What follows belongs to an exercise in optimizing a design on an open flow for a short achievable clock period and few clock cycles; a production flow would make more cautious choices. In this exercise RTL edits were held to simulation tests only and were not proved equivalent to the original. No activity file was given, so power comes from the tool's default toggle rates.

==> inputs of v24 <==
==> flow/design.v (excerpt) <==
module ARM (
	input clk,
	input rst,
	output [31:0] imem_addr,
	input  [31:0] imem_rdata,
	output [31:0] dmem_addr,
	output [31:0] dmem_wdata,
	output dmem_rd_en,
	output dmem_wr_en,
	input  [31:0] dmem_rdata,
	input  dmem_ready
);
Settings: LEC_CHECK=0, CAP_MARGIN=20, CORE_MARGIN=2, CORE_UTILIZATION=45, SETUP_SLACK_MARGIN=0.4, SLEW_MARGIN=20, SYNTH_HIERARCHICAL=1; clock period 18.0 ns.
standard.sh (not shown) runs the stock make flow with config.mk's settings and CLKGATE_MAP_FILE= SYNTH_SCRIPT=/design/flow/synth_recipe.tcl, a recipe that flattens the netlist after the stock synthesis.
==> flow/flow/run.sh <==
#!/bin/bash
# Layout flow: the standard ORFS flow (standard.sh, unchanged synthesis),
# with repair_timing asked for a setup margin so that it optimises the layout
# for a shorter period than the constraint's 18 ns, the port buffers made
# with a regular buffer cell, and clock tree synthesis with smaller sink
# clusters and no dummy loads (a shorter clock tree). The clock period and the
# SDC stay the design's.
set -euo pipefail
cd "$(dirname "${BASH_SOURCE[0]}")/.."
bash standard.sh SETUP_SLACK_MARGIN=13.5 \
  "BUFFER_PORTS_ARGS=-buffer_cell sky130_fd_sc_hd__buf_4" \
  "CTS_ARGS=-sink_clustering_enable -repair_clock_nets -dont_use_dummy_load -sink_clustering_size 18 -sink_clustering_max_diameter 100" \
  finish > flow_make.log 2>&1
==> v27: changes against v24 <==
--- a/flow/design.v
+++ b/flow/design.v
@@ -16,11 +16,10 @@
 	reg  [14:0] fd_oha, fd_ohb;    
 	reg         fd_xa, fd_xb;      
 	reg         fd_la, fd_lb;      
 	reg         fd_pred;           
 	reg         fd_zoff;           
-	reg         fd_imm1;           
 	reg  [9:0]  fd_alt;            
 	reg         de_v;
 	reg  [3:0]  de_cond;
 	reg         de_wr;             
 	reg         de_ld, de_st, de_br, de_setf;
@@ -33,22 +32,17 @@
 	reg  [32:0] de_b;              
 	reg  [31:0] de_sd;             
 	reg         de_pa, de_pb, de_ps;    
 	reg         de_pbs;                 
 	reg         use_a, use_b, use_s;    
-	reg  [3:0]  de_stag;                
 	reg  [6:0]  de_shf;                 
 	reg         de_lch;                 
 	reg  [3:0]  de_tag;                 
 	reg         x_wr;
 	reg  [3:0]  x_dst;
 	reg  [31:0] x_val;
-	reg         ld_eq1;            
-	reg  [14:0] eq1;               
 	reg         ld_v;
-	reg         ld_any;            
-	reg  [3:0]  ld_tag;
 	reg  [3:0]  ld_dst;
 	reg  [31:0] ld_q;
 	reg  [31:0] ld_qs;             
 	reg  [3:0]  flg;
 	reg  [31:0] rf [0:14];
@@ -56,18 +50,17 @@
 	reg  [3:0]  ptag [0:14];   
 	reg  [3:0]  l_seq;         
 	reg         o_rd, o_wr;
 	reg  [31:0] o_addr, o_wdata;
 	reg  [3:0]  o_dst, o_tag;
-	reg         q_wr   [0:7];
-	reg  [31:0] q_addr [0:7];
-	reg  [31:0] q_data [0:7];
-	reg  [3:0]  q_dst  [0:7];
-	reg  [3:0]  q_tag  [0:7];      
-	reg         q_pd   [0:7];      
-	reg  [2:0]  q_rp, q_wp;
-	reg  [3:0]  q_cnt;
+	reg         q_wr   [0:3];
+	reg  [31:0] q_addr [0:3];
+	reg  [31:0] q_data [0:3];
+	reg  [3:0]  q_dst  [0:3];
+	reg  [3:0]  q_tag  [0:3];
+	reg  [1:0]  q_rp, q_wp;
+	reg  [2:0]  q_cnt;
 	wire fN = flg[3], fZ = flg[2], fC = flg[1], fV = flg[0];
 	wire [15:0] ctab = {
 		1'b0,                       
 		1'b1,                       
 		fZ | (fN != fV),            
@@ -77,11 +70,11 @@
 		~fC | fZ,                   
 		fC & ~fZ,                   
 		~fV, fV, ~fN, fN, ~fC, fC, ~fZ, fZ };
 	wire        e_cond = ctab[de_cond];
 	wire        e_go   = de_v & e_cond;           
-	wire        e_hold = e_go & (de_pa | de_pb);
+	wire        e_hold = e_go & (de_pa | de_pb | de_ps);
 	wire        e_ok   = e_go & ~e_hold;
 	wire        cin = de_cin1 | (de_cinc & fC);
 	wire [32:0] ea = use_a ? xa(ld_q, de_zext) : de_a;
 	wire [32:0] eb = use_b ? xb(de_pbs ? ld_qs : ld_q, de_zext, de_invb) : de_b;
 	wire [31:0] es = use_s ? ld_q : de_sd;
@@ -194,66 +187,57 @@
 	wire d_fb = d_use_b & ~d_shift & d_fwb;
 	wire d_fs = d_st & d_fwb;
 	wire d_pa = d_use_a & d_pla;
 	wire d_pb = d_use_b & d_plb;
 	wire d_ps = d_st & d_plb;
-	reg  [3:0]  d_stag;
-	always @(*) begin
-		if (e_go & de_ld & (de_rd == drd))
-			d_stag = de_lch ? de_tag : l_seq;
-		else
-			d_stag = ptag[drd];
-	end
 	wire head_busy = o_rd | o_wr;
 	wire served    = head_busy & dmem_ready;
 	wire head_free = ~head_busy | served;
-	wire q_nonempty = q_cnt != 4'd0;
-	wire q_full = ((q_cnt == 4'd8) & (head_busy | e_qmem)) |
-	              ((q_cnt == 4'd7) & head_busy & e_qmem);
+	wire q_nonempty = q_cnt != 3'd0;
+	wire [3:0] q_tot = {1'b0, q_cnt} + {3'd0, head_busy} + {3'd0, e_qmem};
 	wire stall = fd_v & (
 		(d_shift & d_fwb) |
-		(d_mem & q_full));
+		(d_mem & (q_tot >= 4'd5)));
 	wire [31:0] d_addr = d_va + {{20{di[11]}}, di[11:0]};
 	wire [3:0] dcnd = di[31:28];
 	wire d_ctrue = (dcnd == 4'd14) | (~e_sets & ctab[dcnd]);
 	wire d_lok = fd_v & d_mem & d_ctrue & ~stall & ~mispredict &
 	             ~d_pla & ~d_fwa & (d_ld | (~d_plb & ~d_fwb)) &
 	             ~q_nonempty & ~e_qmem;
 	wire launch = d_lok & ~e_hold & head_free;
 	wire launch_ld = launch & d_ld;
-	wire d_known = ~e_sets;
-	wire d_taken = ctab[dcnd];
+	wire zf = e_sets ? nZ : fZ;
+	wire d_zcond = (dcnd == 4'd0) | (dcnd == 4'd1);
+	wire d_known = ~e_sets | d_zcond;
+	wire d_taken = d_zcond ? (zf ^ dcnd[0]) : ctab[dcnd];
 	wire d_fix = fd_v & d_br & ~fd_zoff & d_known & (d_taken != fd_pred);
 	wire [31:0] fi = imem_rdata;
 	wire        f_br = (fi[27:26] == 2'b10) & ~fi[24];
 	wire        d_sets = fd_v & d_setf;
 	wire        stable = ~d_sets & ~e_sets;
 	wire [3:0]  fc = fi[31:28];
-	wire        x_eq1 = x_val == 32'd1;
-	wire        dz1_val = fd_xa ? x_eq1 : fd_la ? ld_eq1 : |(fd_oha & eq1);
-	wire        dz1_known = d_sets & d_dp & (d_sub | d_cmp) & dI & fd_imm1 &
-	                        d_ctrue & ~d_pla & ~d_fwa;
 	reg  [15:0] pk_b, pk_f;
 	integer c;
 	always @(*) begin
 		for (c = 0; c < 14; c = c + 1) begin
 			if (c < 2) begin
-				pk_b[c] = dz1_known ? (dz1_val ^ c[0]) : (~stable | ctab[c]);
-				pk_f[c] = dz1_known ? (dz1_val ^ c[0]) : stable ? ctab[c] : c[0];
+				pk_b[c] = d_sets | (zf ^ c[0]);
+				pk_f[c] = ~d_sets & (zf ^ c[0]);
 			end else begin
 				pk_b[c] = ~stable | ctab[c];
-				pk_f[c] = stable ? ctab[c] : ((c < 10) ? c[0] : ~c[0]);
+				pk_f[c] = stable & ctab[c];
 			end
 		end
 		pk_b[14] = 1'b1; pk_f[14] = 1'b1;
 		pk_b[15] = 1'b0; pk_f[15] = 1'b0;
 	end
-	wire        f_pred;
-	ARM_fpred fpred (.fi(fi[31:23]), .pk_b(pk_b), .pk_f(pk_f), .pred(f_pred));
+	wire        f_pred = f_br & (fi[23] ? pk_b[fc] : pk_f[fc]);
 	wire [9:0]  pc1 = pc + 10'd1;
-	wire [9:0]  f_tgt;
-	ARM_ftgt ftgt (.pc(pc), .off(fi[9:0]), .tgt(f_tgt));
+	wire [5:0]  ft_lo  = {1'b0, pc1[4:0]} + {1'b0, fi[4:0]};
+	wire [4:0]  ft_hi0 = pc1[9:5] + fi[9:5];
+	wire [4:0]  ft_hi1 = pc1[9:5] + fi[9:5] + 5'd1;
+	wire [9:0]  f_tgt = {ft_lo[5] ? ft_hi1 : ft_hi0, ft_lo[4:0]};
 	wire [9:0]  f_next = f_pred ? f_tgt : pc1;
 	wire [9:0]  f_alt  = f_pred ? pc1 : f_tgt;
 	wire        f_st = (fi[27:26] == 2'b01) & ~fi[20];
 	wire [3:0]  f_rb = f_st ? fi[15:12] : fi[3:0];
 	wire [15:0] f_oha = 16'd1 << fi[19:16];
@@ -300,28 +284,23 @@
 		xb = {33{invb}} ^ {~zext & v[31], v};
 	endfunction
 	wire        n_rd   = q_nonempty ? ~q_wr[q_rp] : e_mem ? de_ld : launch & d_ld;
 	wire        n_wr   = q_nonempty ?  q_wr[q_rp] : e_mem ? de_st : launch & d_st;
 	wire [31:0] n_addr = q_nonempty ? q_addr[q_rp] : e_mem ? sum[31:0] : d_addr;
-	wire        n_pd   = q_nonempty ? q_pd[q_rp] : e_mem & de_st & de_ps;
-	wire [3:0]  n_ptg  = q_nonempty ? q_tag[q_rp] : de_stag;
-	wire [31:0] n_pdat = (o_rd & (o_tag == n_ptg)) ? dmem_rdata : ld_q;
-	wire [31:0] n_data = n_pd ? n_pdat : q_nonempty ? q_data[q_rp] : e_mem ? es : d_vb;
-	wire        d_fix_e = d_fix & ~mispredict & ~f_hold;
-	wire        f_take = f_pred & ~mispredict & ~f_hold;
-	wire [9:0]  pc_alt = mispredict ? de_alt : f_hold ? pc : pc1;
-	wire [9:0]  pc_o   = f_take ? f_tgt : pc_alt;
+	wire [31:0] n_data = q_nonempty ? q_data[q_rp] : e_mem ? es : d_vb;
+	wire        f_take = f_pred & ~mispredict & ~f_hold & ~d_fix;
+	wire [9:0]  pc_alt = mispredict ? de_alt : f_hold ? pc : d_fix ? fd_alt : pc1;
 	wire advance = ~e_hold;           
 	wire f_hold  = e_hold | stall;
 	always @(posedge clk) begin
 		if (rst) begin
 			pc <= 10'd0;
 			o_rd <= 1'b0; o_wr <= 1'b0;
 			o_addr <= 32'd0; o_wdata <= 32'd0;
 			o_dst <= 4'd0; o_tag <= 4'd0;
 		end else begin
-			pc <= d_fix_e ? fd_alt : pc_o;
+			pc <= f_take ? f_tgt : pc_alt;
 			if (head_free) begin
 				o_rd    <= n_rd;
 				o_wr    <= n_wr;
 				o_addr  <= n_addr;
 				o_wdata <= n_data;
@@ -336,39 +315,36 @@
 			fd_v <= 1'b0;
 			de_v <= 1'b0;
 			flg <= 4'd0;
 			for (k = 0; k < 15; k = k + 1)
 				rf[k] <= k;
-			eq1 <= 15'd2;
 			x_wr <= 1'b0;
 			ld_v <= 1'b0;
-			ld_any <= 1'b0;
 			pend <= 15'd0;
 			l_seq <= 4'd0;
-			q_rp <= 3'd0; q_wp <= 3'd0; q_cnt <= 4'd0;
+			q_rp <= 2'd0; q_wp <= 2'd0; q_cnt <= 3'd0;
 		end else begin
 			if (mispredict)
 				fd_v <= 1'b0;
 			else if (!f_hold)
 				fd_v <= ~d_fix;
 			if (advance)
 				de_v <= fd_v & ~stall & ~mispredict;
 			if (e_ok & de_setf)
 				flg <= {nN, nZ, nC, nV};
-			if (ld_v && ld_dst != 4'd15) begin rf[ld_dst] <= ld_q; eq1[ld_dst] <= ld_eq1; end
-			if (x_wr && x_dst != 4'd15) begin rf[x_dst] <= x_val; eq1[x_dst] <= x_eq1; end    
+			if (ld_v && ld_dst != 4'd15) rf[ld_dst] <= ld_q;
+			if (x_wr && x_dst != 4'd15) rf[x_dst] <= x_val;    
 			x_wr <= e_aluw;
 			ld_v <= ld_wr;
-			ld_any <= o_rd & dmem_ready;
 			if (ld_wr && o_dst != 4'd15) pend[o_dst] <= 1'b0;
 			if (e_aluw && de_rd != 4'd15) pend[de_rd] <= 1'b0;
 			if (e_ldw && de_rd != 4'd15) pend[de_rd] <= 1'b1;
 			if (e_lld && !dmem_ready && de_rd != 4'd15) pend[de_rd] <= 1'b1;
 			if (e_ldw | launch_ld) l_seq <= l_seq + 4'd1;
-			if (q_push) q_wp <= q_wp + 3'd1;
-			if (q_pop)  q_rp <= q_rp + 3'd1;
-			q_cnt <= q_cnt + {3'd0, q_push} - {3'd0, q_pop};
+			if (q_push) q_wp <= q_wp + 2'd1;
+			if (q_pop)  q_rp <= q_rp + 2'd1;
+			q_cnt <= q_cnt + {2'd0, q_push} - {2'd0, q_pop};
 		end
 	end
 	always @(posedge clk) begin
 		if (rst) begin
 			de_a <= 0;
@@ -387,11 +363,10 @@
 			de_lsel <= 0;
 			de_pa <= 0;
 			use_a <= 0;
 			use_b <= 0;
 			use_s <= 0;
-			de_stag <= 0;
 			de_pb <= 0;
 			de_pbs <= 0;
 			de_pred <= 0;
 			de_ps <= 0;
 			de_ra <= 0;
@@ -412,11 +387,10 @@
 			fd_ohb <= 0;
 			fd_pred <= 0;
 			fd_xa <= 0;
 			fd_xb <= 0;
 			fd_zoff <= 0;
-			fd_imm1 <= 0;
 		end else begin
 			fd_xa <= e_aluw & (de_rd == n_ra);
 			fd_xb <= e_aluw & (de_rd == n_rb);
 			fd_la <= ld_wr & (o_dst == n_ra);
 			fd_lb <= ld_wr & (o_dst == n_rb);
@@ -424,11 +398,10 @@
 				fd_ins  <= fi;
 				fd_oha  <= f_oha[14:0];
 				fd_ohb  <= f_ohb[14:0];
 				fd_pred <= f_pred;
 				fd_zoff <= fi[23:0] == 24'd0;
-				fd_imm1 <= (fi[27:25] == 3'b001) & (fi[11:0] == 12'd1);
 				fd_alt  <= f_alt;
 			end
 			if (advance) begin
 				de_cond  <= di[31:28];
 				de_wr    <= d_alu_w;
@@ -457,11 +430,10 @@
 				de_pb    <= d_pb & ~cap_db;
 				de_ps    <= d_ps & ~cap_db;
 				use_a    <= d_pa & cap_da;
 				use_b    <= d_pb & cap_db;
 				use_s    <= d_ps & cap_db;
-				de_stag  <= d_stag;
 				de_pbs   <= d_shift;
 				de_shf   <= di[11:5];
 				de_lch   <= launch;
 				de_tag   <= l_seq;
 			end else begin
@@ -480,41 +452,17 @@
 	always @(posedge clk) begin
 		x_dst  <= de_rd;
 		x_val  <= res;
 		ld_dst <= o_dst;
 		ld_q   <= dmem_rdata;
-		ld_eq1 <= dmem_rdata == 32'd1;
-		ld_tag <= o_tag;
 		ld_qs  <= ls_out;
 		if (e_ldw) ptag[de_rd] <= l_seq;
 		if (e_lld) ptag[de_rd] <= de_tag;
-		for (k = 0; k < 8; k = k + 1)
-			if (q_pd[k] && ld_any && q_tag[k] == ld_tag) begin
-				q_data[k] <= ld_q;
-				q_pd[k]   <= 1'b0;
-			end
 		if (e_mem) begin
 			q_wr[q_wp]   <= de_st;
 			q_addr[q_wp] <= sum[31:0];
 			q_data[q_wp] <= es;
 			q_dst[q_wp]  <= de_rd;
-			q_tag[q_wp]  <= de_st ? de_stag : l_seq;
-			q_pd[q_wp]   <= de_st & de_ps;
+			q_tag[q_wp]  <= l_seq;
 		end
 	end
 endmodule
-module ARM_fpred (
-	input  [31:23] fi,
-	input  [15:0]  pk_b, pk_f,
-	output         pred
-);
-	wire br = (fi[27:26] == 2'b10) & ~fi[24];
-	assign pred = br & (fi[23] ? pk_b[fi[31:28]] : pk_f[fi[31:28]]);
-endmodule
-module ARM_ftgt (
-	input  [9:0] pc,
-	input  [9:0] off,
-	output [9:0] tgt
-);
-	wire [10:0] sum = {pc, 1'b1} + {off, 1'b1};
-	assign tgt = sum[10:1];
-endmodule
==> flow/flow/run.sh (replaced) <==
#!/bin/bash
# Layout flow: the standard ORFS flow (standard.sh, unchanged synthesis),
# with repair_timing asked for a setup margin so that it optimises the layout
# for a shorter period than the constraint's 18 ns, and the port buffers made
# with a regular buffer cell. The clock period and the SDC stay the design's.
set -euo pipefail
cd "$(dirname "${BASH_SOURCE[0]}")/.."
bash standard.sh SETUP_SLACK_MARGIN=13.5 \
  "BUFFER_PORTS_ARGS=-buffer_cell sky130_fd_sc_hd__buf_4" \
  finish > flow_make.log 2>&1
Settings changed: CORE_UTILIZATION 45 to 55, CTS_CLUSTER_DIAMETER set to 120, CTS_CLUSTER_SIZE set to 18, PLACE_DENSITY set to 0.68, SYNTH_HIERARCHICAL 1 to not set.
==> v36: changes against v24 <==
--- a/flow/design.v
+++ b/flow/design.v
@@ -16,11 +16,10 @@
 	reg  [14:0] fd_oha, fd_ohb;    
 	reg         fd_xa, fd_xb;      
 	reg         fd_la, fd_lb;      
 	reg         fd_pred;           
 	reg         fd_zoff;           
-	reg         fd_imm1;           
 	reg  [9:0]  fd_alt;            
 	reg         de_v;
 	reg  [3:0]  de_cond;
 	reg         de_wr;             
 	reg         de_ld, de_st, de_br, de_setf;
@@ -40,12 +39,10 @@
 	reg         de_lch;                 
 	reg  [3:0]  de_tag;                 
 	reg         x_wr;
 	reg  [3:0]  x_dst;
 	reg  [31:0] x_val;
-	reg         ld_eq1;            
-	reg  [14:0] eq1;               
 	reg         ld_v;
 	reg         ld_any;            
 	reg  [3:0]  ld_tag;
 	reg  [3:0]  ld_dst;
 	reg  [31:0] ld_q;
@@ -102,10 +99,23 @@
 	wire [31:0] res  = de_arith ? sum[31:0] : lres;
 	wire        nN   = res[31];
 	wire        nC   = de_arith ? sum[32] : lres[31];
 	wire        nZ   = de_arith ? zsum : ~|lres;
 	wire        nV   = de_arith ? (sum[31] ^ sum[32]) : 1'b0;
+	wire [32:0] zcf  = {de_a[31:0] | de_b[31:0], cin};
+	wire        zsf  = &(~(de_a ^ de_b ^ zcf));
+	reg  [31:0] lrf;
+	always @(*) begin
+		case (de_lsel)
+			2'd0: lrf = de_a[31:0] & de_b[31:0];
+			2'd1: lrf = de_a[31:0] | de_b[31:0];
+			2'd2: lrf = de_a[31:0] ^ de_b[31:0];
+			default: lrf = de_b[31:0];
+		endcase
+	end
+	wire        nZf2 = de_arith ? zsf : (de_linv ? &lrf : ~|lrf);    
+	wire        zk   = ~(use_a | use_b);
 	wire        e_qmem = e_go & (de_ld | de_st) & ~de_lch;    
 	wire        e_mem  = e_qmem & ~e_hold;
 	wire        e_ldw  = e_mem & de_ld;
 	wire        e_aluw = e_ok & de_wr;
 	wire        e_sets = e_go & de_setf;
@@ -205,55 +215,55 @@
 	end
 	wire head_busy = o_rd | o_wr;
 	wire served    = head_busy & dmem_ready;
 	wire head_free = ~head_busy | served;
 	wire q_nonempty = q_cnt != 4'd0;
-	wire q_full = ((q_cnt == 4'd8) & (head_busy | e_qmem)) |
-	              ((q_cnt == 4'd7) & head_busy & e_qmem);
+	wire [4:0] q_tot = {1'b0, q_cnt} + {4'd0, head_busy} + {4'd0, e_qmem};
 	wire stall = fd_v & (
 		(d_shift & d_fwb) |
-		(d_mem & q_full));
+		(d_mem & (q_tot >= 5'd9)));
 	wire [31:0] d_addr = d_va + {{20{di[11]}}, di[11:0]};
 	wire [3:0] dcnd = di[31:28];
 	wire d_ctrue = (dcnd == 4'd14) | (~e_sets & ctab[dcnd]);
 	wire d_lok = fd_v & d_mem & d_ctrue & ~stall & ~mispredict &
 	             ~d_pla & ~d_fwa & (d_ld | (~d_plb & ~d_fwb)) &
 	             ~q_nonempty & ~e_qmem;
 	wire launch = d_lok & ~e_hold & head_free;
 	wire launch_ld = launch & d_ld;
-	wire d_known = ~e_sets;
-	wire d_taken = ctab[dcnd];
+	wire zf = e_sets ? nZf2 : fZ;
+	wire zfk = ~e_sets | zk;           
+	wire d_zcond = (dcnd == 4'd0) | (dcnd == 4'd1);
+	wire d_known = ~e_sets | (d_zcond & zk);
+	wire d_taken = d_zcond ? (zf ^ dcnd[0]) : ctab[dcnd];
 	wire d_fix = fd_v & d_br & ~fd_zoff & d_known & (d_taken != fd_pred);
 	wire [31:0] fi = imem_rdata;
 	wire        f_br = (fi[27:26] == 2'b10) & ~fi[24];
 	wire        d_sets = fd_v & d_setf;
 	wire        stable = ~d_sets & ~e_sets;
 	wire [3:0]  fc = fi[31:28];
-	wire        x_eq1 = x_val == 32'd1;
-	wire        dz1_val = fd_xa ? x_eq1 : fd_la ? ld_eq1 : |(fd_oha & eq1);
-	wire        dz1_known = d_sets & d_dp & (d_sub | d_cmp) & dI & fd_imm1 &
-	                        d_ctrue & ~d_pla & ~d_fwa;
 	reg  [15:0] pk_b, pk_f;
 	integer c;
 	always @(*) begin
 		for (c = 0; c < 14; c = c + 1) begin
 			if (c < 2) begin
-				pk_b[c] = dz1_known ? (dz1_val ^ c[0]) : (~stable | ctab[c]);
-				pk_f[c] = dz1_known ? (dz1_val ^ c[0]) : stable ? ctab[c] : c[0];
+				pk_b[c] = 1'b1;
+				pk_f[c] = c[0];
 			end else begin
 				pk_b[c] = ~stable | ctab[c];
 				pk_f[c] = stable ? ctab[c] : ((c < 10) ? c[0] : ~c[0]);
 			end
 		end
 		pk_b[14] = 1'b1; pk_f[14] = 1'b1;
 		pk_b[15] = 1'b0; pk_f[15] = 1'b0;
 	end
-	wire        f_pred;
-	ARM_fpred fpred (.fi(fi[31:23]), .pk_b(pk_b), .pk_f(pk_f), .pred(f_pred));
+	wire        f_zc   = f_br & ~d_sets & zfk & (fc[3:1] == 3'd0);
+	wire        f_pred = f_zc ? (zf ^ fc[0]) : f_br & (fi[23] ? pk_b[fc] : pk_f[fc]);
 	wire [9:0]  pc1 = pc + 10'd1;
-	wire [9:0]  f_tgt;
-	ARM_ftgt ftgt (.pc(pc), .off(fi[9:0]), .tgt(f_tgt));
+	wire [5:0]  ft_lo  = {1'b0, pc1[4:0]} + {1'b0, fi[4:0]};
+	wire [4:0]  ft_hi0 = pc1[9:5] + fi[9:5];
+	wire [4:0]  ft_hi1 = pc1[9:5] + fi[9:5] + 5'd1;
+	wire [9:0]  f_tgt = {ft_lo[5] ? ft_hi1 : ft_hi0, ft_lo[4:0]};
 	wire [9:0]  f_next = f_pred ? f_tgt : pc1;
 	wire [9:0]  f_alt  = f_pred ? pc1 : f_tgt;
 	wire        f_st = (fi[27:26] == 2'b01) & ~fi[20];
 	wire [3:0]  f_rb = f_st ? fi[15:12] : fi[3:0];
 	wire [15:0] f_oha = 16'd1 << fi[19:16];
@@ -336,11 +346,10 @@
 			fd_v <= 1'b0;
 			de_v <= 1'b0;
 			flg <= 4'd0;
 			for (k = 0; k < 15; k = k + 1)
 				rf[k] <= k;
-			eq1 <= 15'd2;
 			x_wr <= 1'b0;
 			ld_v <= 1'b0;
 			ld_any <= 1'b0;
 			pend <= 15'd0;
 			l_seq <= 4'd0;
@@ -352,12 +361,12 @@
 				fd_v <= ~d_fix;
 			if (advance)
 				de_v <= fd_v & ~stall & ~mispredict;
 			if (e_ok & de_setf)
 				flg <= {nN, nZ, nC, nV};
-			if (ld_v && ld_dst != 4'd15) begin rf[ld_dst] <= ld_q; eq1[ld_dst] <= ld_eq1; end
-			if (x_wr && x_dst != 4'd15) begin rf[x_dst] <= x_val; eq1[x_dst] <= x_eq1; end    
+			if (ld_v && ld_dst != 4'd15) rf[ld_dst] <= ld_q;
+			if (x_wr && x_dst != 4'd15) rf[x_dst] <= x_val;    
 			x_wr <= e_aluw;
 			ld_v <= ld_wr;
 			ld_any <= o_rd & dmem_ready;
 			if (ld_wr && o_dst != 4'd15) pend[o_dst] <= 1'b0;
 			if (e_aluw && de_rd != 4'd15) pend[de_rd] <= 1'b0;
@@ -412,11 +421,10 @@
 			fd_ohb <= 0;
 			fd_pred <= 0;
 			fd_xa <= 0;
 			fd_xb <= 0;
 			fd_zoff <= 0;
-			fd_imm1 <= 0;
 		end else begin
 			fd_xa <= e_aluw & (de_rd == n_ra);
 			fd_xb <= e_aluw & (de_rd == n_rb);
 			fd_la <= ld_wr & (o_dst == n_ra);
 			fd_lb <= ld_wr & (o_dst == n_rb);
@@ -424,11 +432,10 @@
 				fd_ins  <= fi;
 				fd_oha  <= f_oha[14:0];
 				fd_ohb  <= f_ohb[14:0];
 				fd_pred <= f_pred;
 				fd_zoff <= fi[23:0] == 24'd0;
-				fd_imm1 <= (fi[27:25] == 3'b001) & (fi[11:0] == 12'd1);
 				fd_alt  <= f_alt;
 			end
 			if (advance) begin
 				de_cond  <= di[31:28];
 				de_wr    <= d_alu_w;
@@ -480,11 +487,10 @@
 	always @(posedge clk) begin
 		x_dst  <= de_rd;
 		x_val  <= res;
 		ld_dst <= o_dst;
 		ld_q   <= dmem_rdata;
-		ld_eq1 <= dmem_rdata == 32'd1;
 		ld_tag <= o_tag;
 		ld_qs  <= ls_out;
 		if (e_ldw) ptag[de_rd] <= l_seq;
 		if (e_lld) ptag[de_rd] <= de_tag;
 		for (k = 0; k < 8; k = k + 1)
@@ -500,21 +506,5 @@
 			q_tag[q_wp]  <= de_st ? de_stag : l_seq;
 			q_pd[q_wp]   <= de_st & de_ps;
 		end
 	end
 endmodule
-module ARM_fpred (
-	input  [31:23] fi,
-	input  [15:0]  pk_b, pk_f,
-	output         pred
-);
-	wire br = (fi[27:26] == 2'b10) & ~fi[24];
-	assign pred = br & (fi[23] ? pk_b[fi[31:28]] : pk_f[fi[31:28]]);
-endmodule
-module ARM_ftgt (
-	input  [9:0] pc,
-	input  [9:0] off,
-	output [9:0] tgt
-);
-	wire [10:0] sum = {pc, 1'b1} + {off, 1'b1};
-	assign tgt = sum[10:1];
-endmodule
==> flow/flow/run.sh (replaced) <==
#!/bin/bash
# Layout flow: the standard ORFS flow (standard.sh, unchanged synthesis),
# with repair_timing asked for a setup margin so that it optimises the layout
# for a shorter period than the constraint's 18 ns, and the port buffers made
# with a regular buffer cell. The clock period and the SDC stay the design's.
set -euo pipefail
cd "$(dirname "${BASH_SOURCE[0]}")/.."
bash standard.sh SETUP_SLACK_MARGIN=13.5 \
  "BUFFER_PORTS_ARGS=-buffer_cell sky130_fd_sc_hd__buf_4" \
  finish > flow_make.log 2>&1
Settings changed: CORE_UTILIZATION 45 to 40, SYNTH_HIERARCHICAL 1 to not set.
==> notes <==
- Non-clock buffer count: v36 > v27 > v24.
- Total power: v36 > v24 > v27.
- Sequential share of layout area, lowest first: v27, v36, v24.
- In v24 the die area is lower than in v36, by 11%.
==> figures <==
|  | v36 | v24 | v27 |
|---|---|---|---|
| Outcome | no timing/DRC/antenna violations | no timing/DRC/antenna violations | no timing/DRC/antenna violations |
| Combinational power | 6630 uW | 4960 uW | 5400 uW |
| Total Routing Usage GR | 38.60% | 41.16% | 48.69% |
| Post-layout power | 15880 uW | 12320 uW | 11790 uW |
| Number of levels in the clock H-tree | 4 | 3 | 3 |
| Cell internal pwr | 9117 uW | 7305 uW | 6588 uW |
| Post-route core utilization | 47.78% | 51.24% | 64.51% |
| Num CTS Buffers | 180 | 105 | 82 |
| Cell Count, Final, Fillers Out | 14000 | 13420 | 10630 |
| Most common cell after layout, fill and taps aside | sky130_fd_sc_hd__a21oi_1 | sky130_fd_sc_hd__a21oi_1 | sky130_fd_sc_hd__nand2_1 |
Testbench counts of v24, summed over its fixed seeds: cycles 38,166.
Testbench counts of v27, summed over its fixed seeds: cycles 39,596.
Testbench counts of v36, summed over its fixed seeds: cycles 38,892.

-- afterwards: timing with drivers on the ports --
Ports are ideal in the flow. The routed layouts listed here were re-timed in OpenROAD.
Step 1 sets driving cells, clkbuf_16 on the clock port and buf_2 on the other inputs (assumed; they add their load-dependent delay and slew).
Step 2 adds t to the input delays and takes it off the output delays; t is the mean of the earliest and latest rising clock arrival at the registers after step 1. Input paths then give back, and output paths get back, about the clock's delay inside the block.
Slacks: ideal / step 1 / step 2; pairs: ideal / step 1.
run	t (ns)	setup slack, ns	hold WS [ns]	worst setup path after step 2
v24	0.879	12.896 / 12.929 / 12.051	0.454 / 0.454 / 0.454	input to register
v27	0.825	12.917 / 12.917 / 12.241	0.458 / 0.458 / 0.458	input to register
v36	0.960	13.011 / 12.918 / 12.154	0.439 / 0.439 / 0.439	input to register
After both steps setup and hold are still met in every run listed. For v36, which loses most, drivers alone change the setup slack by -0.093 ns; drivers and shift together by -0.857 ns.
